Source: an optimization exercise on an open RTL-to-GDS flow (aim: small area, a short achievable clock period and few clock cycles per item). Production flows keep margins and buffers that such runs may drop. Only simulation tests tie the RTL to the original design; equivalence was not proved.

==> flow/design.v, too long to show whole: its modules and the start of the top module <==
// module fpu_s: 185 lines
// module fma_spec: 36 lines
// module fma_pre: 39 lines
// module fma_align: 29 lines
// module lzc32: 24 lines
// module fp_round: 26 lines
// module fma_add: 74 lines
// module fpu_misc: 54 lines
// module fpu_cvt: 90 lines
// module f2i_post: 15 lines
// module srt_step: 25 lines
// module mul24: 1597 lines
module fpu_s (
  input         clk,
  input         rst_n,
  input         req_valid,
  input  [6:0]  req_opcode,
  input  [6:0]  req_f7,
  input  [2:0]  req_rm,
  input  [4:0]  req_rs2,
  input  [31:0] req_v1,
  input  [31:0] req_v2,
  input  [31:0] req_v3,
  output        resp_valid,
  output [31:0] resp_value,
  output [4:0]  resp_fflags
);
  // ...
==> flow/run.sh <==
#!/bin/bash
# synth_recipe.tcl (not shown) runs the flow's synth.tcl, then flattens the netlist and writes it again
# the make line also repeats each setting of config.mk as NAME=value (left out here)
make -C /OpenROAD-flow-scripts/flow DESIGN_CONFIG=/design/flow/config.mk WORK_HOME=/design/flow/orfs CLKGATE_MAP_FILE= SYNTH_SCRIPT=/design/flow/synth_recipe.tcl finish
==> flow/config.mk <==
export PLATFORM = sky130hd
export DESIGN_NAME = fpu_s
export DESIGN_NICKNAME = fpu_s
export VERILOG_FILES = /design/flow/design.v
export SDC_FILE = /design/flow/constraint.sdc
export NUM_CORES = 8
export LEC_CHECK = 0
export CAP_MARGIN = 20
export CORE_MARGIN = 2
export CORE_UTILIZATION = 40
export SLEW_MARGIN = 20
==> flow/constraint.sdc <==
create_clock -name core_clock -period 20.0 [get_ports {clk}]
set_input_delay 4.0000 -clock core_clock [delete_from_list [all_inputs] [get_ports {clk}]]
set_output_delay 4.0000 -clock core_clock [all_outputs]
set_load 0.01 [all_outputs]
==> impl_metrics.ini, run 1 <==
[sta]
tns_ns = 0
fin_crit_ns = 18.97
relSlewSlack = 0.153
skew_ns = 0.0499
worst_pin_slew_ns = 1.27

[worst_setup_path]
cp_slowest_stage_delay_ns = 0.74
cp_common_cell = buf_4
cp_max_fo = 24
worst-setup-path-type = flip-flop to output port
critPathBufInv = 11

[final_layout]
largest_register_ffs = 33
mostFrequentLayoutCells = 986 x nand2_1, 972 x inv_1, 899 x nor2_1
sh_seq_area = 0.107
layout.nonclk_buf_frac = 0.0468
final_util = 0.433
fillers = 18500
area.growth.synth_to_final_pct = 7.87
final_common_cell = nand2_1
num-nets-final = 10700

[outcome]
outcome = timing/DRC/antenna clean

[die]
coreArea_um2 = 180000
die_x_um = 429
placementRows = 156
dieArea_um2 = 184000

[clock_tree]
cts_max_level = 2
postCtsHoldBufs = 0

[synth]
syn-cell-area_um2 = 72400
synth_common_cells = 991 x nand2_1, 972 x inv_1, 912 x nor2_1
synth_top_cell_area_share = 0.174
yosysTopAreaCell = fa_1
ys.flop_type = edfxtp_1
synth-adder-area-share = 0.237
yosys-top-cells-area = fa_1 17%, edfxtp_1 9.2%, ha_1 6.3%
synth.distinct_cells = 130

[detailed_routing]
drtIter0Drc = 10500
top_layer = met5
wl_met2_um = 145000

[placement]
io_buffers = 153

[global_routing]
use_met2 = 0.544
Testbench counts, summed over its fixed seeds: cycles 3,389, ops 2,400.
==> module fpu_s, before the edit <==
module fpu_s (
  input         clk,
  input         rst_n,
  input         req_valid,
  input  [6:0]  req_opcode,
  input  [6:0]  req_f7,
  input  [2:0]  req_rm,
  input  [4:0]  req_rs2,
  input  [31:0] req_v1,
  input  [31:0] req_v2,
  input  [31:0] req_v3,
  output        resp_valid,
  output [31:0] resp_value,
  output [4:0]  resp_fflags
);
  localparam K = 4;                  
  localparam NC = 7;                 
  localparam N = K * NC;             
  localparam F = N + 2;              
  localparam WD = F + 3;
  wire [31:0] a = req_v1, b = req_v2, c = req_v3;
  wire op53 = req_opcode == 7'h53;
  wire is_fmadd = ~op53;
  wire d_add  = op53 & (req_f7 == 7'h00);
  wire d_sub  = op53 & (req_f7 == 7'h04);
  wire d_mul  = op53 & (req_f7 == 7'h08);
  wire d_div  = op53 & (req_f7 == 7'h0c);
  wire d_sqrt = op53 & (req_f7 == 7'h2c);
  wire d_i2f  = op53 & (req_f7 == 7'h68);
  wire d_f2i  = op53 & (req_f7 == 7'h60);
  wire d_addsub = d_add | d_sub;
  wire d_fma  = d_addsub | d_mul | is_fmadd | d_i2f;
  wire d_ds   = d_div | d_sqrt;
  wire d_misc = ~d_fma & ~d_ds;
  wire start = req_valid & rst_n;
  reg [2:0] brm;
  always @* case (req_rm) 3'd0: brm = 0; 3'd1: brm = 4; 3'd2: brm = 3; 3'd3: brm = 2; 3'd4: brm = 1; default: brm = 0; endcase
  reg        pend;           
  reg        slowm;          
  reg        replay;         
  reg        v_misc;         
  reg [31:0] misc_res; reg [4:0] misc_fl; reg m_rnd, m_inc, m_s, m_uns;
  reg [27:0] f_x, f_y; reg [4:0] f_sh; reg f_big, f_abgt, f_eeq;
  reg [7:0]  f_xe; reg [2:0] f_abfl; reg f_sgn, f_sgnc, f_acc, f_neg, f_spec, f_ssgn, f_snv;
  reg [1:0]  f_skind; reg [2:0] f_rm; reg [9:0] f_exp;
  reg        busy; reg [2:0] cnt; reg f_dmode;
  reg [WD-1:0] ds_ws, ds_wc; reg [N:0] ds_q, ds_qm, ds_m; reg [23:0] ds_d; reg ds_sq; reg [9:0] ds_e; reg ds_s;
  wire [31:0] oa = d_addsub ? {b[31] ^ d_sub, b[30:0]} : a;
  wire [31:0] ob = d_addsub ? 32'h3f800000 : b;
  wire acc = ~d_mul & ~d_i2f;
  wire [31:0] oc = d_addsub ? a : ~acc ? 32'd0 : {c[31] ^ req_opcode[2] ^ req_opcode[3], c[30:0]};
  wire neg = is_fmadd & req_opcode[3];
  wire [9:0] m_exp; wire m_sgn, m_spec, m_ssgn, m_snv, m_subab, m_zab; wire [1:0] m_skind;
  fma_spec u_spec (.a(oa), .b(ob), .c(oc), .acc(acc), .exp_ab(m_exp), .sgn_ab(m_sgn),
                   .spec(m_spec), .spec_kind(m_skind), .spec_sgn(m_ssgn), .spec_nv(m_snv),
                   .sub_ab(m_subab), .zero_ab(m_zab));
  wire [47:0] prod;
  mul24 u_prod (.a({a[30:23] != 0, a[22:0]}), .b({b[30:23] != 0, b[22:0]}), .p(prod));
  wire [31:0] cv_res, cv_norm; wire [4:0] cv_fl; wire [5:0] cv_lz; wire cv_neg, cv_rnd, cv_inc;
  fpu_cvt u_cvt (.a(a), .rm(req_rm), .uns(req_rs2[0]), .f2i(d_f2i), .i2f(d_i2f),
                 .f2i_res(cv_res), .f2i_fl(cv_fl), .f2i_rnd(cv_rnd), .f2i_inc(cv_inc),
                 .norm(cv_norm), .lz(cv_lz), .i2f_neg(cv_neg));
  wire [47:0] p_src = replay ? {f_x, f_y[27:8]} : d_i2f ? {1'b0, cv_norm, 15'd0}
                    : d_addsub ? {1'b0, b[30:23] != 0, b[22:0], 23'd0} : prod;
  wire [7:0]  xa_r = oa[30:23] | {7'd0, oa[30:23] == 0};
  wire [7:0]  xb_r = ob[30:23] | {7'd0, ob[30:23] == 0};
  wire [9:0]  e_i2f = 10'd31 - {4'd0, cv_lz};
  wire [9:0]  e_sl = replay ? f_exp : e_i2f;
  wire [7:0]  xa_src = (replay | d_i2f) ? e_sl[7:0] + 8'd127 : xa_r;
  wire [7:0]  xb_src = (replay | d_i2f) ? 8'd127 : xb_r;
  wire [9:0]  e_src = replay ? f_exp : d_i2f ? e_i2f : m_exp;
  wire [31:0] c_src = replay ? misc_res : oc;
  wire        a_src = replay ? f_acc : acc;
  wire [47:0] pr_dec; wire pr_ovf47, pr_ovf46, pr_tiny, pr_gt126, pr_r47, pr_r46;
  fma_pre u_pre (.xa(xa_src), .xb(xb_src), .ec(c_src[30:23]), .acc(a_src), .dec(pr_dec), .ovf47(pr_ovf47), .ovf46(pr_ovf46),
                 .tiny(pr_tiny), .gt126(pr_gt126), .r47(pr_r47), .r46(pr_r46));
  wire [27:0] al_x, al_y0; wire [4:0] al_sh; wire al_big, al_abgt, al_eeq; wire [7:0] al_xe; wire [2:0] al_abfl;
  fma_align u_align (.prod(p_src), .dec(pr_dec), .ovf47(pr_ovf47), .ovf46(pr_ovf46), .tiny(pr_tiny), .c(c_src),
                     .x(al_x), .y0(al_y0), .shamt(al_sh), .big(al_big), .ab_gt(al_abgt), .e_eq(al_eeq),
                     .xe(al_xe), .abfl(al_abfl));
  wire fma_go = (start & d_fma) | replay;
  wire go_slow = start & (d_mul | is_fmadd) & ~m_spec & ~m_zab & ~pr_tiny & (m_subab | pr_r46);
  reg [2:0] msel;
  always @* begin
    case (req_f7)
      7'h10: msel = 3'd0;
      7'h14: msel = 3'd1;
      7'h50: msel = 3'd2;
      default: msel = 3'd4;
    endcase
  end
  wire [31:0] mi_res; wire [4:0] mi_fl;
  fpu_misc u_misc (.sel(msel), .rm(req_rm), .a(a), .b(b), .res(mi_res), .flags(mi_fl));
  wire [7:0] ea = a[30:23], eb = b[30:23];
  wire [23:0] sq_sig = (ea == 0) ? cv_norm[31:8] : {1'b1, a[22:0]};
  wire [9:0]  sq_e   = (ea == 0) ? -10'd127 - {4'd0, cv_lz} : {2'd0, ea} - 10'd127;
  wire        sq_odd = sq_e[0];
  wire [9:0]  sq_eh  = {sq_e[9], sq_e[9:1]};     
  wire        dv_lt  = a[22:0] < b[22:0];        
  wire [WD-1:0] ds_w0 = d_sqrt ? (({{(WD-24){1'b0}}, sq_sig} << (F - 26 + (sq_odd ? 1 : 0))) - ({{(WD-1){1'b0}}, 1'b1} << (F - 1)))
                               : ({{(WD-24){1'b0}}, 1'b1, a[22:0]} << (F - 25 + (dv_lt ? 1 : 0)));
  wire [WD-1:0] dd = {{(WD-24){1'b0}}, ds_d} << (F - 24);
  wire [WD-1:0] sws [0:K]; wire [WD-1:0] swc [0:K]; wire [N:0] qq [0:K]; wire [N:0] qm [0:K]; wire [N:0] mm [0:K];
  assign sws[0] = ds_ws; assign swc[0] = ds_wc; assign qq[0] = ds_q; assign qm[0] = ds_qm; assign mm[0] = ds_m;
  genvar g;
  generate for (g = 0; g < K; g = g + 1) begin : st
    srt_step #(.F(F), .N(N)) u (.sq(ds_sq), .ws(sws[g]), .wc(swc[g]), .q(qq[g]), .qm(qm[g]), .m(mm[g]), .d(dd),
                                .ws_n(sws[g+1]), .wc_n(swc[g+1]), .q_n(qq[g+1]), .qm_n(qm[g+1]), .m_n(mm[g+1]));
  end endgenerate
  wire ds_last = busy & (cnt == NC - 1);
  wire [WD-1:0] fw = ds_ws + ds_wc;
  wire [WD-1:0] tend = ds_sq ? (({{(WD-N-1){1'b0}}, ds_qm} << (F - N)) | ({{(WD-1){1'b0}}, 1'b1} << (F - N - 1))) : dd;
  wire [WD-1:0] fw2 = ds_ws + ds_wc + tend;
  wire fneg = fw[WD-1];
  wire [N:0] fq = fneg ? ds_qm : ds_q;
  wire ds_sticky = fneg ? (fw2 != 0) : (fw != 0);
  wire [47:0] pd = {1'b0, fq[N-1:0], ds_sticky, {(47-N-1){1'b0}}};
  wire [47:0] sp = {f_x, f_y[27:8]};
  wire signed [9:0] sx = f_exp;
  wire s_ovf46 = sx > 10'sd127;
  wire s_tiny = sx < -10'sd151;
  wire s_l = ~sp[47] & ~sp[46] & (sp != 0) & (sx > -10'sd126) & ~s_ovf46;
  wire s_r = (sp != 0) & ~s_tiny & (sp[47] ? (sx < -10'sd127) : (sx < -10'sd126));
  always @(posedge clk) begin
    if (!rst_n) begin
      pend <= 1'b0; v_misc <= 1'b0; busy <= 1'b0; slowm <= 1'b0; replay <= 1'b0;
    end else begin
      v_misc <= start & d_misc;
      pend   <= (fma_go & ~go_slow) | ds_last;
      slowm  <= go_slow | (slowm & (s_l | s_r));
      replay <= slowm & ~s_l & ~s_r;
      if (start & d_ds) busy <= 1'b1;
      else if (ds_last) busy <= 1'b0;
    end
    if (start & ~d_fma) begin
      misc_res <= d_f2i ? cv_res : mi_res;
      misc_fl  <= d_f2i ? cv_fl : mi_fl;
      m_rnd <= d_f2i & cv_rnd; m_inc <= cv_inc; m_s <= a[31]; m_uns <= req_rs2[0];
    end
    if (start & d_fma) begin
      f_sgn  <= d_i2f ? cv_neg : m_sgn;
      f_spec <= ~d_i2f & m_spec;
      f_skind <= m_skind; f_ssgn <= m_ssgn; f_snv <= m_snv;
      f_sgnc <= oc[31]; f_acc <= acc; f_neg <= neg; f_rm <= brm;
      misc_res <= oc;
    end
    if (fma_go) begin
      if (go_slow) begin
        f_x <= p_src[47:20]; f_y <= {p_src[19:0], 8'd0}; f_exp <= e_src;
      end else begin
        f_x <= al_x; f_y <= al_y0; f_sh <= al_sh; f_big <= al_big;
        f_abgt <= al_abgt; f_eeq <= al_eeq; f_xe <= al_xe; f_abfl <= al_abfl;
      end
    end else if (slowm) begin
      if (s_l) begin {f_x, f_y[27:8]} <= {sp[46:0], 1'b0}; f_exp <= f_exp - 10'd1; end
      else if (s_r) begin {f_x, f_y[27:8]} <= {1'b0, sp[47:2], sp[1] | sp[0]}; f_exp <= f_exp + 10'd1; end
    end
    if (start) begin
      cnt <= 3'd0;
      ds_ws <= ds_w0; ds_wc <= {WD{1'b0}};
      ds_q <= d_sqrt ? {1'b1, {N{1'b0}}} : {(N+1){1'b0}}; ds_qm <= {(N+1){1'b0}}; ds_m <= {2'b01, {(N-1){1'b0}}};
      ds_d <= {1'b1, b[22:0]}; ds_sq <= d_sqrt;
      ds_e <= d_sqrt ? sq_eh : {2'd0, ea} - {2'd0, eb} - {9'd0, dv_lt};
      ds_s <= d_sqrt ? 1'b0 : a[31] ^ b[31];
      f_dmode <= d_ds;
      if (d_ds) begin
        f_rm <= brm; f_abfl <= 3'd0; f_acc <= 1'b0; f_neg <= 1'b0; f_spec <= 1'b0;
      end
    end else if (busy) begin
      cnt <= cnt + 3'd1;
      ds_ws <= sws[K]; ds_wc <= swc[K]; ds_q <= qq[K]; ds_qm <= qm[K]; ds_m <= mm[K];
    end
  end
  wire [31:0] f_res; wire [4:0] f_fl;
  fma_add u_add (.x(f_x), .y0(f_y), .shamt(f_sh), .big(f_big), .ab_gt(f_abgt), .e_eq(f_eeq),
                 .xe(f_xe), .abfl(f_abfl), .sgn_ab(f_sgn), .sgn_c(f_sgnc), .acc(f_acc), .rmode(f_rm),
                 .negres(f_neg), .spec(f_spec), .spec_kind(f_skind), .spec_sgn(f_ssgn), .spec_nv(f_snv),
                 .dmode(f_dmode), .d_e(ds_e[7:0] + 8'd127), .d_s(pd[45:23]), .d_g({pd[22], |pd[21:0]}), .d_sgn(ds_s),
                 .res(f_res), .flags(f_fl));
  wire [31:0] pf_res; wire [4:0] pf_fl;
  f2i_post u_post (.ip(misc_res), .inc(m_inc), .s(m_s), .uns(m_uns), .fl(misc_fl), .res(pf_res), .flags(pf_fl));
  assign resp_valid  = v_misc | pend;
  assign resp_value  = v_misc ? (m_rnd ? pf_res : misc_res) : f_res;
  assign resp_fflags = v_misc ? (m_rnd ? pf_fl : misc_fl) : f_fl;
endmodule
==> module fma_align, before the edit <==
module fma_align (
  input  [47:0] prod,
  input  [47:0] dec,
  input         ovf47, ovf46, tiny,
  input  [31:0] c,           
  output [27:0] x,           
  output [27:0] y0,          
  output [4:0]  shamt,
  output        big,         
  output        ab_gt, e_eq,
  output [7:0]  xe,
  output [2:0]  abfl         
);
  wire p47 = prod[47], p46 = prod[46];
  wire [15:0] dk = p47 ? dec[47:32] : p46 ? dec[31:16] : dec[15:0];
  assign ab_gt = dk[15]; assign e_eq = dk[14]; assign big = dk[13];
  assign shamt = dk[12:8];
  assign xe = dk[7:0];
  wire ovf = p47 ? ovf47 : ovf46;
  wire pnz = prod != 0;
  wire [27:0] sab_p = p47 ? {1'b0, 1'b1, prod[46:24], prod[23], |prod[22:0], 1'b0}
                          : {1'b0, p46, prod[45:23], prod[22], |prod[21:0], 1'b0};
  wire [27:0] sab = ovf ? {2'b01, 23'h7fffff, 2'b11, 1'b0} : tiny ? {26'd0, pnz, 1'b0} : sab_p;
  wire ab0 = ~ovf & (tiny | (~p47 & ~p46));
  assign abfl = ovf ? 3'b101 : tiny ? {1'b0, pnz, pnz} : {1'b0, ab0 & (sab[2] | sab[1]), 1'b0};
  wire [27:0] sc = {1'b0, c[30:23] != 0, c[22:0], 3'b000};
  assign x = ab_gt ? sab : sc;
  assign y0 = ab_gt ? sc : sab;
endmodule
==> module fma_add, before the edit <==
module fma_add (
  input  [27:0] x,
  input  [27:0] y0,
  input  [4:0]  shamt,
  input         big,
  input         ab_gt, e_eq,
  input  [7:0]  xe,
  input  [2:0]  abfl,
  input         sgn_ab,
  input         sgn_c,
  input         acc,
  input  [2:0]  rmode,
  input         negres,
  input         spec,
  input  [1:0]  spec_kind,
  input         spec_sgn,
  input         spec_nv,
  input         dmode,       
  input  [7:0]  d_e,
  input  [22:0] d_s,
  input  [1:0]  d_g,
  input         d_sgn,
  output [31:0] res,
  output [4:0]  flags
);
  wire sub = sgn_c ^ sgn_ab;
  wire [27:0] ysh = y0 >> shamt;
  wire yst = |(y0 & ~(28'hfffffff << shamt));
  wire [27:0] y = big ? {27'd0, y0 != 0} : {ysh[27:1], ysh[0] | yst};
  wire [28:0] mainsum = {1'b0, x} + {1'b0, sub ? ~y : y} + {28'd0, sub};
  wire borrow = sub & ~mainsum[28];
  wire [27:0] alt = y0 - x;               
  wire swap = e_eq & borrow;
  wire [27:0] sum = swap ? alt : mainsum[27:0];
  wire xsgn = (ab_gt | swap) ? sgn_ab : sgn_c;
  wire [7:0] maxsh = xe - 8'd1;
  wire [27:0] sent = (maxsh > 8'd26) ? 28'd0 : (28'd1 << (5'd26 - maxsh[4:0]));
  wire [5:0] zs;
  lzc32 u_lzc (.v({sum | sent, 4'b1111}), .z(zs));
  wire [4:0] lsh = (zs[4:0] == 5'd0) ? 5'd0 : zs[4:0] - 5'd1;
  wire [27:0] sl = sum << lsh;
  wire szero = sum == 0;
  reg [7:0] ne; reg [22:0] ns; reg [1:0] ng; reg novf;
  always @* begin
    novf = 1'b0;
    if (sum[27]) begin
      novf = xe == 8'd254;
      ne = novf ? 8'd254 : xe + 8'd1;
      ns = novf ? 23'h7fffff : sum[26:4];
      ng = novf ? 2'b11 : {sum[3], |sum[2:0]};
    end else if (sum[26]) begin
      ne = xe; ns = sum[25:3]; ng = {sum[2], |sum[1:0]};
    end else begin
      ne = (sl[26] & ~szero) ? xe - {3'd0, lsh} : 8'd0;
      ns = sl[25:3]; ng = {sl[2], |sl[1:0]};
    end
  end
  wire [7:0] re = dmode ? d_e : ne;
  wire [22:0] rs = dmode ? d_s : ns;
  wire [1:0] rg = dmode ? d_g : ng;
  wire rsgn = dmode ? d_sgn : xsgn;
  wire rovf = ~dmode & novf;
  wire [30:0] rr;
  fp_round rnd (.rmode(rmode), .sgn(rsgn), .ein(re), .sin(rs), .guard(rg), .res(rr));
  wire nx = abfl[0] | rovf | (rg != 0);
  wire is_inf = rr[30:23] == 8'hff;
  wire [4:0] fl = {2'b00, abfl[2] | rovf | is_inf, abfl[1] | ((re == 0) & (rg != 0)), nx};
  wire zrule = ~dmode & acc & sub & szero & ~abfl[0];
  wire zsgn = zrule ? (rmode == 3'd3) : rsgn;
  wire [31:0] sres = (spec_kind == 2'd2) ? 32'h7fc00000 :
                     {spec_sgn ^ negres, (spec_kind == 2'd1) ? 31'h7f800000 : 31'd0};
  assign res   = spec ? sres : {zsgn ^ negres, rr};
  assign flags = spec ? {spec_nv, 4'd0} : fl;
endmodule
==> run 2: changes to the inputs <==
--- a/flow/design.v
+++ b/flow/design.v
@@ -40,7 +40,7 @@
   reg        replay;         
   reg        v_misc;         
   reg [31:0] misc_res; reg [4:0] misc_fl; reg m_rnd, m_inc, m_s, m_uns;
-  reg [27:0] f_x, f_y; reg [4:0] f_sh; reg f_big, f_abgt, f_eeq;
+  reg [27:0] f_x, f_y; reg f_abgt, f_eeq;
   reg [7:0]  f_xe; reg [2:0] f_abfl; reg f_sgn, f_sgnc, f_acc, f_neg, f_spec, f_ssgn, f_snv;
   reg [1:0]  f_skind; reg [2:0] f_rm; reg [9:0] f_exp;
   reg        busy; reg [2:0] cnt; reg f_dmode;
@@ -64,19 +64,18 @@
                     : d_addsub ? {1'b0, b[30:23] != 0, b[22:0], 23'd0} : prod;
   wire [7:0]  xa_r = oa[30:23] | {7'd0, oa[30:23] == 0};
   wire [7:0]  xb_r = ob[30:23] | {7'd0, ob[30:23] == 0};
-  wire [9:0]  e_i2f = 10'd31 - {4'd0, cv_lz};
-  wire [9:0]  e_sl = replay ? f_exp : e_i2f;
-  wire [7:0]  xa_src = (replay | d_i2f) ? e_sl[7:0] + 8'd127 : xa_r;
-  wire [7:0]  xb_src = (replay | d_i2f) ? 8'd127 : xb_r;
-  wire [9:0]  e_src = replay ? f_exp : d_i2f ? e_i2f : m_exp;
+  wire [7:0]  xa_src = replay ? f_exp[7:0] + 8'd127 : xa_r;
+  wire [7:0]  xb_src = replay ? 8'd127 : xb_r;
+  wire [9:0]  e_src = replay ? f_exp : m_exp;
   wire [31:0] c_src = replay ? misc_res : oc;
   wire        a_src = replay ? f_acc : acc;
   wire [47:0] pr_dec; wire pr_ovf47, pr_ovf46, pr_tiny, pr_gt126, pr_r47, pr_r46;
   fma_pre u_pre (.xa(xa_src), .xb(xb_src), .ec(c_src[30:23]), .acc(a_src), .dec(pr_dec), .ovf47(pr_ovf47), .ovf46(pr_ovf46),
                  .tiny(pr_tiny), .gt126(pr_gt126), .r47(pr_r47), .r46(pr_r46));
-  wire [27:0] al_x, al_y0; wire [4:0] al_sh; wire al_big, al_abgt, al_eeq; wire [7:0] al_xe; wire [2:0] al_abfl;
-  fma_align u_align (.prod(p_src), .dec(pr_dec), .ovf47(pr_ovf47), .ovf46(pr_ovf46), .tiny(pr_tiny), .c(c_src),
-                     .x(al_x), .y0(al_y0), .shamt(al_sh), .big(al_big), .ab_gt(al_abgt), .e_eq(al_eeq),
+  wire [27:0] al_x, al_y; wire al_abgt, al_eeq; wire [7:0] al_xe; wire [2:0] al_abfl;
+  wire i2f_now = start & d_i2f;
+  fma_align u_align (.prod(p_src), .dec(pr_dec), .ovf47(pr_ovf47 & ~i2f_now), .ovf46(pr_ovf46 & ~i2f_now), .tiny(pr_tiny & ~i2f_now), .c(c_src),
+                     .x(al_x), .y(al_y), .ab_gt(al_abgt), .e_eq(al_eeq),
                      .xe(al_xe), .abfl(al_abfl));
   wire fma_go = (start & d_fma) | replay;
   wire go_slow = start & (d_mul | is_fmadd) & ~m_spec & ~m_zab & ~pr_tiny & (m_subab | pr_r46);
@@ -110,10 +109,15 @@
   wire ds_last = busy & (cnt == NC - 1);
   wire [WD-1:0] fw = ds_ws + ds_wc;
   wire [WD-1:0] tend = ds_sq ? (({{(WD-N-1){1'b0}}, ds_qm} << (F - N)) | ({{(WD-1){1'b0}}, 1'b1} << (F - N - 1))) : dd;
-  wire [WD-1:0] fw2 = ds_ws + ds_wc + tend;
+  wire [WD-1:0] t3s = ds_ws ^ ds_wc ^ tend;
+  wire [WD-1:0] t3c = {((ds_ws & ds_wc) | (ds_ws & tend) | (ds_wc & tend)), 1'b0};
+  wire [WD-1:0] o2 = {(ds_ws[WD-2:0] | ds_wc[WD-2:0]), 1'b0};
+  wire [WD-1:0] o3 = {(t3s[WD-2:0] | t3c[WD-2:0]), 1'b0};
+  wire fw_z  = (ds_ws ^ ds_wc) == o2;
+  wire fw2_z = (t3s ^ t3c) == o3;
   wire fneg = fw[WD-1];
   wire [N:0] fq = fneg ? ds_qm : ds_q;
-  wire ds_sticky = fneg ? (fw2 != 0) : (fw != 0);
+  wire ds_sticky = fneg ? ~fw2_z : ~fw_z;
   wire [47:0] pd = {1'b0, fq[N-1:0], ds_sticky, {(47-N-1){1'b0}}};
   wire [47:0] sp = {f_x, f_y[27:8]};
   wire signed [9:0] sx = f_exp;
@@ -148,8 +152,8 @@
       if (go_slow) begin
         f_x <= p_src[47:20]; f_y <= {p_src[19:0], 8'd0}; f_exp <= e_src;
       end else begin
-        f_x <= al_x; f_y <= al_y0; f_sh <= al_sh; f_big <= al_big;
-        f_abgt <= al_abgt; f_eeq <= al_eeq; f_xe <= al_xe; f_abfl <= al_abfl;
+        f_x <= al_x; f_y <= al_y;
+        f_abgt <= al_abgt; f_eeq <= al_eeq; f_xe <= (start & d_i2f) ? 8'd158 - {2'd0, cv_lz} : al_xe; f_abfl <= al_abfl;
       end
     end else if (slowm) begin
       if (s_l) begin {f_x, f_y[27:8]} <= {sp[46:0], 1'b0}; f_exp <= f_exp - 10'd1; end
@@ -172,7 +176,7 @@
     end
   end
   wire [31:0] f_res; wire [4:0] f_fl;
-  fma_add u_add (.x(f_x), .y0(f_y), .shamt(f_sh), .big(f_big), .ab_gt(f_abgt), .e_eq(f_eeq),
+  fma_add u_add (.x(f_x), .y(f_y), .ab_gt(f_abgt), .e_eq(f_eeq),
                  .xe(f_xe), .abfl(f_abfl), .sgn_ab(f_sgn), .sgn_c(f_sgnc), .acc(f_acc), .rmode(f_rm),
                  .negres(f_neg), .spec(f_spec), .spec_kind(f_skind), .spec_sgn(f_ssgn), .spec_nv(f_snv),
                  .dmode(f_dmode), .d_e(ds_e[7:0] + 8'd127), .d_s(pd[45:23]), .d_g({pd[22], |pd[21:0]}), .d_sgn(ds_s),
@@ -264,17 +268,16 @@
   input         ovf47, ovf46, tiny,
   input  [31:0] c,           
   output [27:0] x,           
-  output [27:0] y0,          
-  output [4:0]  shamt,
-  output        big,         
+  output [27:0] y,           
   output        ab_gt, e_eq,
   output [7:0]  xe,
   output [2:0]  abfl         
 );
   wire p47 = prod[47], p46 = prod[46];
   wire [15:0] dk = p47 ? dec[47:32] : p46 ? dec[31:16] : dec[15:0];
-  assign ab_gt = dk[15]; assign e_eq = dk[14]; assign big = dk[13];
-  assign shamt = dk[12:8];
+  assign ab_gt = dk[15]; assign e_eq = dk[14];
+  wire big = dk[13];
+  wire [4:0] shamt = dk[12:8];
   assign xe = dk[7:0];
   wire ovf = p47 ? ovf47 : ovf46;
   wire pnz = prod != 0;
@@ -285,7 +288,10 @@
   assign abfl = ovf ? 3'b101 : tiny ? {1'b0, pnz, pnz} : {1'b0, ab0 & (sab[2] | sab[1]), 1'b0};
   wire [27:0] sc = {1'b0, c[30:23] != 0, c[22:0], 3'b000};
   assign x = ab_gt ? sab : sc;
-  assign y0 = ab_gt ? sc : sab;
+  wire [27:0] y0 = ab_gt ? sc : sab;
+  wire [27:0] ysh = y0 >> shamt;
+  wire yst = |(y0 & ~(28'hfffffff << shamt));
+  assign y = big ? {27'd0, y0 != 0} : {ysh[27:1], ysh[0] | yst};
 endmodule
 module lzc32 (input [31:0] v, output [5:0] z);
   wire [15:0] v1; wire [15:0] z1;      
@@ -339,9 +345,7 @@
 endmodule
 module fma_add (
   input  [27:0] x,
-  input  [27:0] y0,
-  input  [4:0]  shamt,
-  input         big,
+  input  [27:0] y,
   input         ab_gt, e_eq,
   input  [7:0]  xe,
   input  [2:0]  abfl,
@@ -363,12 +367,9 @@
   output [4:0]  flags
 );
   wire sub = sgn_c ^ sgn_ab;
-  wire [27:0] ysh = y0 >> shamt;
-  wire yst = |(y0 & ~(28'hfffffff << shamt));
-  wire [27:0] y = big ? {27'd0, y0 != 0} : {ysh[27:1], ysh[0] | yst};
   wire [28:0] mainsum = {1'b0, x} + {1'b0, sub ? ~y : y} + {28'd0, sub};
   wire borrow = sub & ~mainsum[28];
-  wire [27:0] alt = y0 - x;               
+  wire [27:0] alt = y - x;                
   wire swap = e_eq & borrow;
   wire [27:0] sum = swap ? alt : mainsum[27:0];
   wire xsgn = (ab_gt | swap) ? sgn_ab : sgn_c;
==> run 2 against run 1 <==
Compared with the run above:
- core utilization grew 0.21 points
- worst hold slack got worse by 0.019 ns
- critical path depth is 13 lower
- first-iteration DRC count grew 7.8%
- design area increased by 4.3%
- clock-buffer cell count grew 9
- die area grew 3.7%
- worst setup slack gained 0.65 ns
==> impl_metrics.ini, run 2 <==
[worst_setup_path]
endpoint_kind = output port
start_kind = flip-flop
worstPathArrival_ns = 14.32
worst-setup-path-type = flip-flop to output port
cp_slowest_cell = nor2_4
r2r_end = ds_ws[5]$_DFFE_PP_
cp_slowest_stage_delay_ns = 0.78
rr_startpoint = ds_ws[29]$_DFFE_PP_
crit_required_ns = 16.00
cp_common_cell = ha_1
cp_max_fo = 36
r2r_setup_slack_ns = 4.44
worstRegToRegCells = 52

[clock_tree]
clk_pin_slew_ns = 0.05
cts_max_level = 2
postCtsHoldBufs = 0
clockBufferDepth = 3
clk-insertion-delay-late_ns = 0.73
cts_sinks = 301
clock-root-buffer = clkbuf_16
cts_setup_buffers = 0
cts_resized = 0
cts_tree = yes
cts_buffers = 46

[sta]
rsz0062_at_grt = no
setup_viol_count_final = 0
worst_slack_ns = 1.68
skew_ns = 0.103
max_freq_ghz = 0.0546
slew_viol_final = 0
fin_crit_ns = 18.32
whs_ns = 0.491
hold_violations = 0
fin_crit_sh = 0.916
worst_pin_slew_ns = 1.33
tns_ns = 0
relSlewSlack = 0.114

[final_layout]
drive_above_1_share = 0.0710
reg.largest.list = ds_ws: 33 flops, ds_wc: 32 flops, misc_res: 32 flops
final_util = 0.435
area.growth.synth_to_final_pct = 8.46
final_common_cell = inv_1
largest_register_ffs = 33
num-nets-final = 11100
mostFrequentLayoutCells = 1060 x inv_1, 977 x nand2_1, 939 x nor2_1
final_area_um2 = 81500
top_register = ds_ws

[die]
die_x_um = 437
dieArea_um2 = 191000
initial_core_util = 0.401
die_y_um = 437
io_pins = 159
placementRows = 159
coreArea_um2 = 187000

[flow_run]
cap_violations = 0

[synth]
yosysTopAreaCell = fa_1
ys.flop_type = edfxtp_1
syn-cell-area_um2 = 75100
synth_edf_count = 216
yosysMostFrequentCell = inv_1
synth_top_cell_area_share = 0.175
yosysSeqAreaShare = 0.109
syn_inst = 10100
yosys-top-cells-area = fa_1 17%, edfxtp_1 8.6%, ha_1 6.7%
synth_common_cells = 1062 x inv_1, 980 x nand2_1, 944 x nor2_1
synth.distinct_cells = 129
async_flop_share = 0
yosys_warnings = 6
ys_seq_elements = 301
syn-mean-instance-area_um2 = 7.47
synth_nets = 11200

[detailed_routing]
vias = 81200
via_per_inst = 6.51
dr.pass1.iters = 7
drc = 0
wl_per_cell_um = 33.0
route.final.wire_length_um = 412000
antenna_left = 0
drtIter0Drc = 11400

[worst_hold_path]
min_path_cells = 1
hold_end = replay$_SDFF_PN0_
min_path_type = flip-flop to flip-flop
hold_start = slowm$_SDFF_PN0_

[global_routing]
grt_max_degree = 171
grt_overflow = 0
antenna_found_initial = 28
grt_pass1_vias = 77500
grt_use_total = 0.417
grt_pass1_wl_um = 581000

[placement]
post-dp-hpwl_um = 318000
pre_cts_ws_ns = 2.47
gp_congestion = 1.08
postPlaceCellArea_um2 = 79900
io_buffers = 153

[outcome]
outcome = timing/DRC/antenna clean
-- run 2: cell types whose count changed in the layout (fill, tap and decap cells not counted), moves of 22 or more --
cell,before,now
fa_1,628,656
nor2_1,899,939
buf_4,295,323
a21oi_1,804,720
o211ai_1,89,117
nand4_1,70,105
ha_1,367,405
and2_1,383,361
o21bai_1,44,21
o221ai_1,41,76
inv_1,972,1060
nor2b_1,75,45
-- run 2: logic make-up after synthesis --
logic type	count (synthesis)	share of synthesized area
adder cells (fa/ha/maj)	1062	0.242
other	1	0.0000499
AND/OR/NAND/NOR	3329	0.212
flip-flops	301	0.109
multiplexers	404	0.0553
XOR/XNOR	351	0.0412
AO/OA/AOI/OAI	2859	0.251
buffers and inverters	1753	0.0893
-- run 2: critical path: cells and delay by family, from the launching register on --
| family | cells | cell delay (ns) |
|---|---|---|
| flip-flops | 1 | 0.47 |
| multiplexers | 1 | 0.33 |
| buffers and inverters | 4 | 1.53 |
| adder cells (fa/ha/maj) | 3 | 1.26 |
| AND/OR/NAND/NOR | 9 | 4.06 |
| AO/OA/AOI/OAI | 15 | 5.51 |
| XOR/XNOR | 2 | 0.49 |
-- run 2: cell type report --
| type | count | area (um2) |
|---|---|---|
| fillers | 19100 | 106000 |
| well taps | 2495 | 3120 |
| inverters | 1096 | 4120 |
| repair buffers | 482 | 3970 |
| diodes | 14 | 35.0 |
| clock inverters | 32 | 284 |
| multi-input cells | 8006 | 60500 |
| flip-flops and latches | 301 | 8200 |
| clock buffers | 53 | 1210 |
-- run 2: worst max-delay path by stage --
stage / start / endpoint / slack [ns] / cells after the start
floorplan: req_v1[23] / f_y[0]$_SDFFCE_PP0N_ / 5.31 / 42
global placement: req_opcode[3] / f_y[5]$_SDFFCE_PP0N_ / 2.68 / 37
detailed placement: req_opcode[3] / f_y[5]$_SDFFCE_PP0N_ / 2.47 / 37
CTS: f_sgn$_DFFE_PP_ / resp_value[15] / 2.11 / 36
global route: f_sgn$_DFFE_PP_ / resp_value[15] / 0.78 / 36
finish: f_sgn$_DFFE_PP_ / resp_value[23] / 1.68 / 34
-- run 2: through the flow --
step                instances
floorplan               10100
global placement        12400
detailed placement      12400
CTS                     12500
global route            12500
finish                  12500
-- run 2: per-layer routing --
metal	GRT usage	routed length, um	up-vias
li1	-	-	35100
met1	0.548	164000	39900
met2	0.629	176000	5136
met3	0.0835	40600	1093
met4	0.256	31300	2
met5	0	13	-
Testbench counts of run 2, summed over its fixed seeds: cycles 3,389, ops 2,400.
==> run 3: changes to the inputs <==
--- a/flow/design.v
+++ b/flow/design.v
@@ -40,7 +40,7 @@
   reg        replay;         
   reg        v_misc;         
   reg [31:0] misc_res; reg [4:0] misc_fl; reg m_rnd, m_inc, m_s, m_uns;
-  reg [27:0] f_x, f_y; reg f_abgt, f_eeq;
+  reg [27:0] f_x, f_y; reg f_abgt, f_eeq, f_sub;
   reg [7:0]  f_xe; reg [2:0] f_abfl; reg f_sgn, f_sgnc, f_acc, f_neg, f_spec, f_ssgn, f_snv;
   reg [1:0]  f_skind; reg [2:0] f_rm; reg [9:0] f_exp;
   reg        busy; reg [2:0] cnt; reg f_dmode;
@@ -73,9 +73,10 @@
   fma_pre u_pre (.xa(xa_src), .xb(xb_src), .ec(c_src[30:23]), .acc(a_src), .dec(pr_dec), .ovf47(pr_ovf47), .ovf46(pr_ovf46),
                  .tiny(pr_tiny), .gt126(pr_gt126), .r47(pr_r47), .r46(pr_r46));
   wire [27:0] al_x, al_y; wire al_abgt, al_eeq; wire [7:0] al_xe; wire [2:0] al_abfl;
+  wire sub_src = replay ? (f_sgnc ^ f_sgn) : (oc[31] ^ m_sgn);
   wire i2f_now = start & d_i2f;
   fma_align u_align (.prod(p_src), .dec(pr_dec), .ovf47(pr_ovf47 & ~i2f_now), .ovf46(pr_ovf46 & ~i2f_now), .tiny(pr_tiny & ~i2f_now), .c(c_src),
-                     .x(al_x), .y(al_y), .ab_gt(al_abgt), .e_eq(al_eeq),
+                     .x(al_x), .y(al_y), .sub(sub_src), .ab_gt(al_abgt), .e_eq(al_eeq),
                      .xe(al_xe), .abfl(al_abfl));
   wire fma_go = (start & d_fma) | replay;
   wire go_slow = start & (d_mul | is_fmadd) & ~m_spec & ~m_zab & ~pr_tiny & (m_subab | pr_r46);
@@ -152,7 +153,7 @@
       if (go_slow) begin
         f_x <= p_src[47:20]; f_y <= {p_src[19:0], 8'd0}; f_exp <= e_src;
       end else begin
-        f_x <= al_x; f_y <= al_y;
+        f_x <= al_x; f_y <= al_y; f_sub <= sub_src;
         f_abgt <= al_abgt; f_eeq <= al_eeq; f_xe <= (start & d_i2f) ? 8'd158 - {2'd0, cv_lz} : al_xe; f_abfl <= al_abfl;
       end
     end else if (slowm) begin
@@ -176,7 +177,7 @@
     end
   end
   wire [31:0] f_res; wire [4:0] f_fl;
-  fma_add u_add (.x(f_x), .y(f_y), .ab_gt(f_abgt), .e_eq(f_eeq),
+  fma_add u_add (.x(f_x), .y(f_y), .sub(f_sub), .ab_gt(f_abgt), .e_eq(f_eeq),
                  .xe(f_xe), .abfl(f_abfl), .sgn_ab(f_sgn), .sgn_c(f_sgnc), .acc(f_acc), .rmode(f_rm),
                  .negres(f_neg), .spec(f_spec), .spec_kind(f_skind), .spec_sgn(f_ssgn), .spec_nv(f_snv),
                  .dmode(f_dmode), .d_e(ds_e[7:0] + 8'd127), .d_s(pd[45:23]), .d_g({pd[22], |pd[21:0]}), .d_sgn(ds_s),
@@ -269,6 +270,7 @@
   input  [31:0] c,           
   output [27:0] x,           
   output [27:0] y,           
+  input         sub,
   output        ab_gt, e_eq,
   output [7:0]  xe,
   output [2:0]  abfl         
@@ -291,7 +293,8 @@
   wire [27:0] y0 = ab_gt ? sc : sab;
   wire [27:0] ysh = y0 >> shamt;
   wire yst = |(y0 & ~(28'hfffffff << shamt));
-  assign y = big ? {27'd0, y0 != 0} : {ysh[27:1], ysh[0] | yst};
+  wire [27:0] ya = big ? {27'd0, y0 != 0} : {ysh[27:1], ysh[0] | yst};
+  assign y = sub ? ~ya : ya;
 endmodule
 module lzc32 (input [31:0] v, output [5:0] z);
   wire [15:0] v1; wire [15:0] z1;      
@@ -343,9 +346,37 @@
   end
   assign res = up ? inc : {ein, sin};
 endmodule
+module fp_round2 (
+  input  [2:0]  rmode,
+  input         sgn,
+  input  [7:0]  ein,
+  input  [7:0]  ein1,        
+  input  [22:0] sin,
+  input  [1:0]  guard,
+  output [30:0] res
+);
+  wire [24:0] s1 = {1'b0, ein != 0, sin} + 25'd1;
+  reg [30:0] inc;
+  always @* begin
+    if (s1[24]) inc = (ein == 8'd254) ? 31'h7f800000 : {ein1, s1[23:1]};
+    else inc = {(ein == 0) ? {7'd0, s1[23]} : ein, s1[22:0]};
+  end
+  reg up;
+  always @* begin
+    case (rmode)
+      3'd0: up = guard[1] & (guard[0] | sin[0]);
+      3'd1: up = guard != 0;
+      3'd2: up = (guard != 0) & ~sgn;
+      3'd3: up = (guard != 0) & sgn;
+      default: up = 1'b0;
+    endcase
+  end
+  assign res = up ? inc : {ein, sin};
+endmodule
 module fma_add (
   input  [27:0] x,
-  input  [27:0] y,
+  input  [27:0] y,           
+  input         sub,
   input         ab_gt, e_eq,
   input  [7:0]  xe,
   input  [2:0]  abfl,
@@ -366,42 +397,44 @@
   output [31:0] res,
   output [4:0]  flags
 );
-  wire sub = sgn_c ^ sgn_ab;
-  wire [28:0] mainsum = {1'b0, x} + {1'b0, sub ? ~y : y} + {28'd0, sub};
+  wire [28:0] mainsum = {1'b0, x} + {1'b0, y} + {28'd0, sub};
   wire borrow = sub & ~mainsum[28];
-  wire [27:0] alt = y - x;                
+  wire [27:0] alt = ~(x + y);             
   wire swap = e_eq & borrow;
   wire [27:0] sum = swap ? alt : mainsum[27:0];
   wire xsgn = (ab_gt | swap) ? sgn_ab : sgn_c;
   wire [7:0] maxsh = xe - 8'd1;
+  wire [7:0] xe1 = xe + 8'd1;
   wire [27:0] sent = (maxsh > 8'd26) ? 28'd0 : (28'd1 << (5'd26 - maxsh[4:0]));
   wire [5:0] zs;
   lzc32 u_lzc (.v({sum | sent, 4'b1111}), .z(zs));
-  wire [4:0] lsh = (zs[4:0] == 5'd0) ? 5'd0 : zs[4:0] - 5'd1;
-  wire [27:0] sl = sum << lsh;
+  wire [28:0] slw = {1'b0, sum} << zs[4:0];
+  wire [27:0] sl = slw[28:1];             
   wire szero = sum == 0;
-  reg [7:0] ne; reg [22:0] ns; reg [1:0] ng; reg novf;
+  reg [7:0] ne, ne1; reg [22:0] ns; reg [1:0] ng; reg novf;
   always @* begin
     novf = 1'b0;
     if (sum[27]) begin
       novf = xe == 8'd254;
-      ne = novf ? 8'd254 : xe + 8'd1;
+      ne = novf ? 8'd254 : xe1; ne1 = xe1 + 8'd1;
       ns = novf ? 23'h7fffff : sum[26:4];
       ng = novf ? 2'b11 : {sum[3], |sum[2:0]};
     end else if (sum[26]) begin
-      ne = xe; ns = sum[25:3]; ng = {sum[2], |sum[1:0]};
+      ne = xe; ne1 = xe1; ns = sum[25:3]; ng = {sum[2], |sum[1:0]};
     end else begin
-      ne = (sl[26] & ~szero) ? xe - {3'd0, lsh} : 8'd0;
+      ne = (sl[26] & ~szero) ? xe1 - {2'd0, zs} : 8'd0;
+      ne1 = (sl[26] & ~szero) ? xe1 + 8'd1 - {2'd0, zs} : 8'd1;
       ns = sl[25:3]; ng = {sl[2], |sl[1:0]};
     end
   end
   wire [7:0] re = dmode ? d_e : ne;
+  wire [7:0] re1 = dmode ? d_e + 8'd1 : ne1;
   wire [22:0] rs = dmode ? d_s : ns;
   wire [1:0] rg = dmode ? d_g : ng;
   wire rsgn = dmode ? d_sgn : xsgn;
   wire rovf = ~dmode & novf;
   wire [30:0] rr;
-  fp_round rnd (.rmode(rmode), .sgn(rsgn), .ein(re), .sin(rs), .guard(rg), .res(rr));
+  fp_round2 rnd (.rmode(rmode), .sgn(rsgn), .ein(re), .ein1(re1), .sin(rs), .guard(rg), .res(rr));
   wire nx = abfl[0] | rovf | (rg != 0);
   wire is_inf = rr[30:23] == 8'hff;
   wire [4:0] fl = {2'b00, abfl[2] | rovf | is_inf, abfl[1] | ((re == 0) & (rg != 0)), nx};
==> run 3 against run 2 <==
Compared with the run above:
- critical path depth decreased by 6
- fmax is 9.3% higher
- routed wire length fell by 4.9%
- global-route usage decreased by 2.1 points
- worst setup slack improved by 1.6 ns
- critical path type unchanged
- critical endpoint is now resp_value[8]
- largest cell class unchanged
- highest routed layer unchanged
==> impl_metrics.ini, run 3 <==
[sta]
worst_pin_slew_ns = 1.35
fin_crit_ns = 16.76
relSlewSlack = 0.0938
setup_viol_count_final = 0
rsz0062_at_grt = no
tns_ns = 0
skew_ns = 0.0393
fin_crit_sh = 0.838
max_freq_ghz = 0.0597
hold_violations = 0
slew_viol_final = 0

[worst_hold_path]
hold_start = slowm$_SDFF_PN0_
min_path_type = flip-flop to flip-flop

[die]
coreArea_um2 = 186000
placementRows = 158
initial_core_util = 0.403
dieArea_um2 = 191000
die_y_um = 437
die_x_um = 437
io_pins = 159

[detailed_routing]
via_per_inst = 6.59
antenna_left = 0
drc = 0
vias = 81800
dr.pass1.iters = 9
route.final.wire_length_um = 392000
wl_per_cell_um = 31.6
drtIter0Drc = 11100

[worst_setup_path]
critPathLaunch = f_x[0]$_DFFE_PP_
endpoint_kind = output port
worst-setup-path-type = flip-flop to output port
worstPathArrival_ns = 12.76
cp_slowest_cell = nor2_1
cp_slowest_stage_delay_ns = 0.74
rr_startpoint = ds_ws[30]$_DFFE_PP_
cp_common_cell = nor2_1
cp_max_fo = 31
start_kind = flip-flop
crit_required_ns = 16.00

[synth]
synth_top_cell_area_share = 0.176
synth.distinct_cells = 115
async_flop_share = 0
yosys-top-cells-area = fa_1 18%, edfxtp_1 8.7%, ha_1 6.3%
yosys_warnings = 6
syn-mean-instance-area_um2 = 7.42
synth_edf_count = 217
syn_inst = 10100
syn-cell-area_um2 = 74800
yosysSeqAreaShare = 0.110
yosysTopAreaCell = fa_1
synth_nets = 11200
synth_common_cells = 999 x nand2_1, 996 x inv_1, 943 x nor2_1
yosysMostFrequentCell = nand2_1
ys_seq_elements = 302
ys.flop_type = edfxtp_1

[placement]
postPlaceCellArea_um2 = 79100
gp_congestion = 1.07
io_buffers = 153
post-dp-hpwl_um = 294000

[outcome]
outcome = timing/DRC/antenna clean

[final_layout]
drive_above_1_share = 0.0664
regArea_um2 = 8230
top_register = ds_ws
fillers = 18900
final_area_um2 = 80800
reg.largest.list = ds_ws: 33 flops, ds_wc: 32 flops, misc_res: 32 flops
num-nets-final = 11000
largest_register_ffs = 33
area.growth.synth_to_final_pct = 7.96
mostFrequentLayoutCells = 995 x inv_1, 995 x nand2_1, 936 x nor2_1
multi_input_area_um2 = 60400

[global_routing]
antenna_found_initial = 28
grt_overflow = 0
grt_pass1_vias = 77300
grt_pass1_wl_um = 557000
grt_use_total = 0.396
grt_max_degree = 102

[clock_tree]
clk-insertion-delay-late_ns = 0.68
cts_setup_buffers = 0
cts_resized = 0
cts_sinks = 302
clock-root-buffer = clkbuf_16
cts_max_level = 2
cts_tree = yes
clk_pin_slew_ns = 0.06
postCtsHoldBufs = 0
clockBufferDepth = 3
cts_buffers = 45

[flow_run]
cap_violations = 0
-- run 3: changes by cell type in the layout (fill, tap and decap cells not counted), sizes merged, moves of 20 or more --
cell / before / now
inv: 1077 / 1010
buf: 346 / 293
nor3: 182 / 229
nand3: 240 / 197
xor2: 127 / 90
a21oi: 729 / 761
mux2i: 325 / 296
ha: 405 / 377
a221oi: 47 / 74
o21ai: 688 / 715
a21o: 125 / 147
a31oi: 128 / 107
o2111ai: 15 / 36
o31ai: 58 / 78
-- run 3: through the flow --
stage	setup slack [ns]	cells	hold WS (ns)	utilization
floorplan	5.17	10100	0.417	-
global placement	3.13	12300	0.420	0.426
detailed placement	3.03	12300	0.427	0.426
CTS	3.61	12400	0.437	0.435
global route	2.85	12400	0.466	0.435
finish	3.24	12400	0.438	0.435
-- run 3: per-layer routing --
metal / vias to the layer above / global-route usage / routed length [um]
met5: - / 0 / 175
met4: 24 / 0.269 / 32500
met3: 1299 / 0.0939 / 44500
met2: 5503 / 0.587 / 164000
met1: 39800 / 0.510 / 150000
li1: 35100 / - / -
-- run 3: worst paths after layout --
check | endpoint | slack, ns | depth (start not counted)
max | resp_value[8] | 3.24 | 28
min reg2reg | replay$_SDFF_PN0_ | 0.44 | 2
max reg2reg | ds_ws[19]$_DFFE_PP_ | 5.38 | 58
min | replay$_SDFF_PN0_ | 0.44 | 2
-- run 3: logic make-up after synthesis --
kind of cell / Yosys count / synth area share
simple gates: 3393 / 0.216
mux: 382 / 0.0527
fa+ha+maj: 1035 / 0.239
flops: 302 / 0.110
xor+xnor: 325 / 0.0380
buf+inv: 1712 / 0.0875
compound gates: 2940 / 0.256
other cells: 1 / 0.0000501
-- run 3: cell type report --
type	count	area share
Multi-Input combinational cell	8076	0.748
Sequential cell	302	0.102
Inverter	1024	0.0476
Timing Repair Buffer	432	0.0441
Tap cell	2480	0.0384
Clock buffer	48	0.0141
Clock inverter	36	0.00564
Antenna cell	18	0.000558
-- run 3: critical path: cells and delay by family, from the launching register on --
kind	cells	cell delay [ns]
buf+inv	5	2.15
flops	1	0.57
fa+ha+maj	2	0.76
compound gates	12	4.11
simple gates	9	4.48
Testbench counts of run 3, summed over its fixed seeds: cycles 3,389, ops 2,400.
==> run 4: changes to the inputs <==
--- a/flow/config.mk
+++ b/flow/config.mk
@@ -8,4 +8,5 @@
 export CAP_MARGIN = 20
 export CORE_MARGIN = 2
 export CORE_UTILIZATION = 40
+export SETUP_SLACK_MARGIN = 5
 export SLEW_MARGIN = 20
==> run 4 against run 3 <==
Compared with the run above:
- still clean
- critical path depth is 7 higher
- clock skew increased by 0.0094 ns
- final cell count about the same
- die area unchanged
- global-route usage barely moved
- highest routed layer unchanged
==> impl_metrics.ini, run 4 <==
[outcome]
outcome = timing/DRC/antenna clean

[worst_setup_path]
endpoint_kind = flip-flop
critical_path.top_delay_family = compound AO/OA/AOI/OAI gates
cp_slowest_stage_delay_ns = 0.56
worst-setup-path-type = primary input to flip-flop
cp_slowest_cell = o21ai_0
cp_max_fo = 24
crit_required_ns = 20.49
start_kind = primary input
worstPathArrival_ns = 15.48
cp_common_cell = fa_1
critPathBufInv = 7

[clock_tree]
postCtsHoldBufs = 0
clk-insertion-delay-late_ns = 0.67
clk_pin_slew_ns = 0.06
clockBufferDepth = 3
clock-root-buffer = clkbuf_16
cts_buffers = 45
cts_max_level = 2
cts_sinks = 302
cts_tree = yes

[synth]
async_flop_share = 0
synth_nets = 11200
yosys-top-cells-area = fa_1 18%, edfxtp_1 8.7%, ha_1 6.3%
yosysSeqAreaShare = 0.110
syn-cell-area_um2 = 74800
syn_inst = 10100
yosys_warnings = 6
ys.flop_type = edfxtp_1
yosysTopAreaCell = fa_1
yosysMostFrequentCell = nand2_1
synth.distinct_cells = 115
synth_top_cell_area_share = 0.176
ys_seq_elements = 302
synth_edf_count = 217
syn-mean-instance-area_um2 = 7.42
synth_common_cells = 999 x nand2_1, 996 x inv_1, 943 x nor2_1

[sta]
fin_crit_ns = 14.99
worst_slack_ns = 5.01
whs_ns = 0.438
hold_violations = 0
tns_ns = 0
setup_viol_count_final = 0
max_freq_ghz = 0.0667
worst_pin_slew_ns = 1.36
slew_viol_final = 0
fin_crit_sh = 0.750
skew_ns = 0.0487
relSlewSlack = 0.0805
rsz0062_at_grt = yes

[die]
placementRows = 158
coreArea_um2 = 186000
die_y_um = 437
die_x_um = 437
io_pins = 159
dieArea_um2 = 191000
initial_core_util = 0.403

[global_routing]
grt_use_total = 0.397
grt_max_degree = 102
grt_pass1_wl_um = 558000
antenna_found_initial = 26
grt_overflow = 0
grt_pass1_vias = 77200

[final_layout]
final_common_cell = nand2_1
largest_register_ffs = 33
mostFrequentLayoutCells = 993 x nand2_1, 991 x inv_1, 930 x nor2_1
num-nets-final = 11000
top_register = ds_ws
final_util = 0.438
regArea_um2 = 8230
fillers = 18800
multi_input_area_um2 = 60800
area.growth.synth_to_final_pct = 8.74
reg.largest.list = ds_ws: 33 flops, ds_wc: 32 flops, misc_res: 32 flops
drive_above_1_share = 0.0743

[detailed_routing]
drc = 0
vias = 82000
antenna_left = 0
wl_per_cell_um = 31.6
route.final.wire_length_um = 393000
via_per_inst = 6.60
dr.pass1.iters = 7
drtIter0Drc = 11300

[placement]
gp_congestion = 1.07
io_buffers = 153
post-dp-hpwl_um = 294000
pre_cts_ws_ns = 3.03

[flow_run]
cap_violations = 0

[worst_hold_path]
min_path_type = flip-flop to flip-flop
[run 4: cell counts after synthesis]
Identical to the previous run, type by type.
[run 4: kinds of logic after synthesis]
| family | synth area share |
|---|---|
| mux | 0.0527 |
| simple gates | 0.216 |
| compound gates | 0.256 |
| xor+xnor | 0.0380 |
| other cells | 0.0000501 |
| buf+inv | 0.0875 |
| fa+ha+maj | 0.239 |
| flops | 0.110 |
[run 4: layout make-up]
| class | instances | area share |
|---|---|---|
| Sequential cell | 302 | 0.101 |
| Inverter | 1024 | 0.0476 |
| Clock buffer | 48 | 0.0140 |
| Clock inverter | 36 | 0.00560 |
| Timing Repair inverter | 1 | 0.0000615 |
| Timing Repair Buffer | 442 | 0.0456 |
| Antenna cell | 15 | 0.000461 |
| Multi-Input combinational cell | 8077 | 0.747 |
| Tap cell | 2480 | 0.0381 |
[run 4: metrics by stage]
| step | cell area [um2] | cells |
|---|---|---|
| floorplan | 74800 | 10100 |
| global placement | 79100 | 12300 |
| detailed placement | 79100 | 12300 |
| CTS | 80900 | 12400 |
| global route | 81300 | 12400 |
| finish | 81400 | 12400 |
[run 4: path summary, 6_finish.rpt]
path	startpoint	endpoint	slack, ns	depth (start not counted)
max	req_v1[9]	f_y[0]$_SDFFCE_PP0N_	5.01	35
min	slowm$_SDFF_PN0_	replay$_SDFF_PN0_	0.44	2
max reg2reg	ds_ws[30]$_DFFE_PP_	ds_ws[19]$_DFFE_PP_	5.60	59
min reg2reg	slowm$_SDFF_PN0_	replay$_SDFF_PN0_	0.44	2
[run 4: repair_timing]
action | CTS | global route
hold endpoints to repair | 0 | 0
endpoints found under the setup margin | 58 | 63
gates resized for setup | 41 | 67
pin swaps | 0 | 10
buffers inserted | 1 | 11
gates cloned | 0 | 2
[run 4: tightest hold or removal path: cells and delay by family, from the launching register on]
kind	cells	cell delay [ns]
AND/OR/NAND/NOR	2	0.09
flip-flops	1	0.31
[run 4: per-layer routing]
layer	track usage	vias to the layer above	wire, um
met5	0	-	168
met4	0.267	24	32200
met3	0.0932	1304	44200
met2	0.588	5478	165000
met1	0.511	40000	151000
li1	-	35200	-

[afterwards: timing with drivers on the ports]
In the flow no input, the clock included, has a driving cell. The finished layouts below were timed again as built, in two steps. Step 1, drivers: a clkbuf_16 drives clk and a buf_2 each remaining input, both assumed. Step 2 also shifts input and output timing later by t, the mid clock arrival at the registers, as if the neighbouring blocks saw the same clock. a / b / c = ideal ports / drivers / drivers and shift; a / b = the first two.
run	t (ns)	setup slack, ns	hold slack, ns	pins driven straight from the clock port
run 1	0.673	1.030 / 0.952 / 1.625	0.510 / 0.510 / 0.510	1
run 2	0.770	1.683 / 1.589 / 2.152	0.491 / 0.491 / 0.491	1
run 3	0.749	3.236 / 3.144 / 2.733	0.438 / 0.438 / 0.438	1
run 4	0.744	5.007 / 5.010 / 4.329	0.438 / 0.438 / 0.438	1
After both steps setup and hold are still met in every run listed. The setup slack of run 4, which loses most, moves by +0.003 ns with the drivers and by -0.678 ns with both steps.
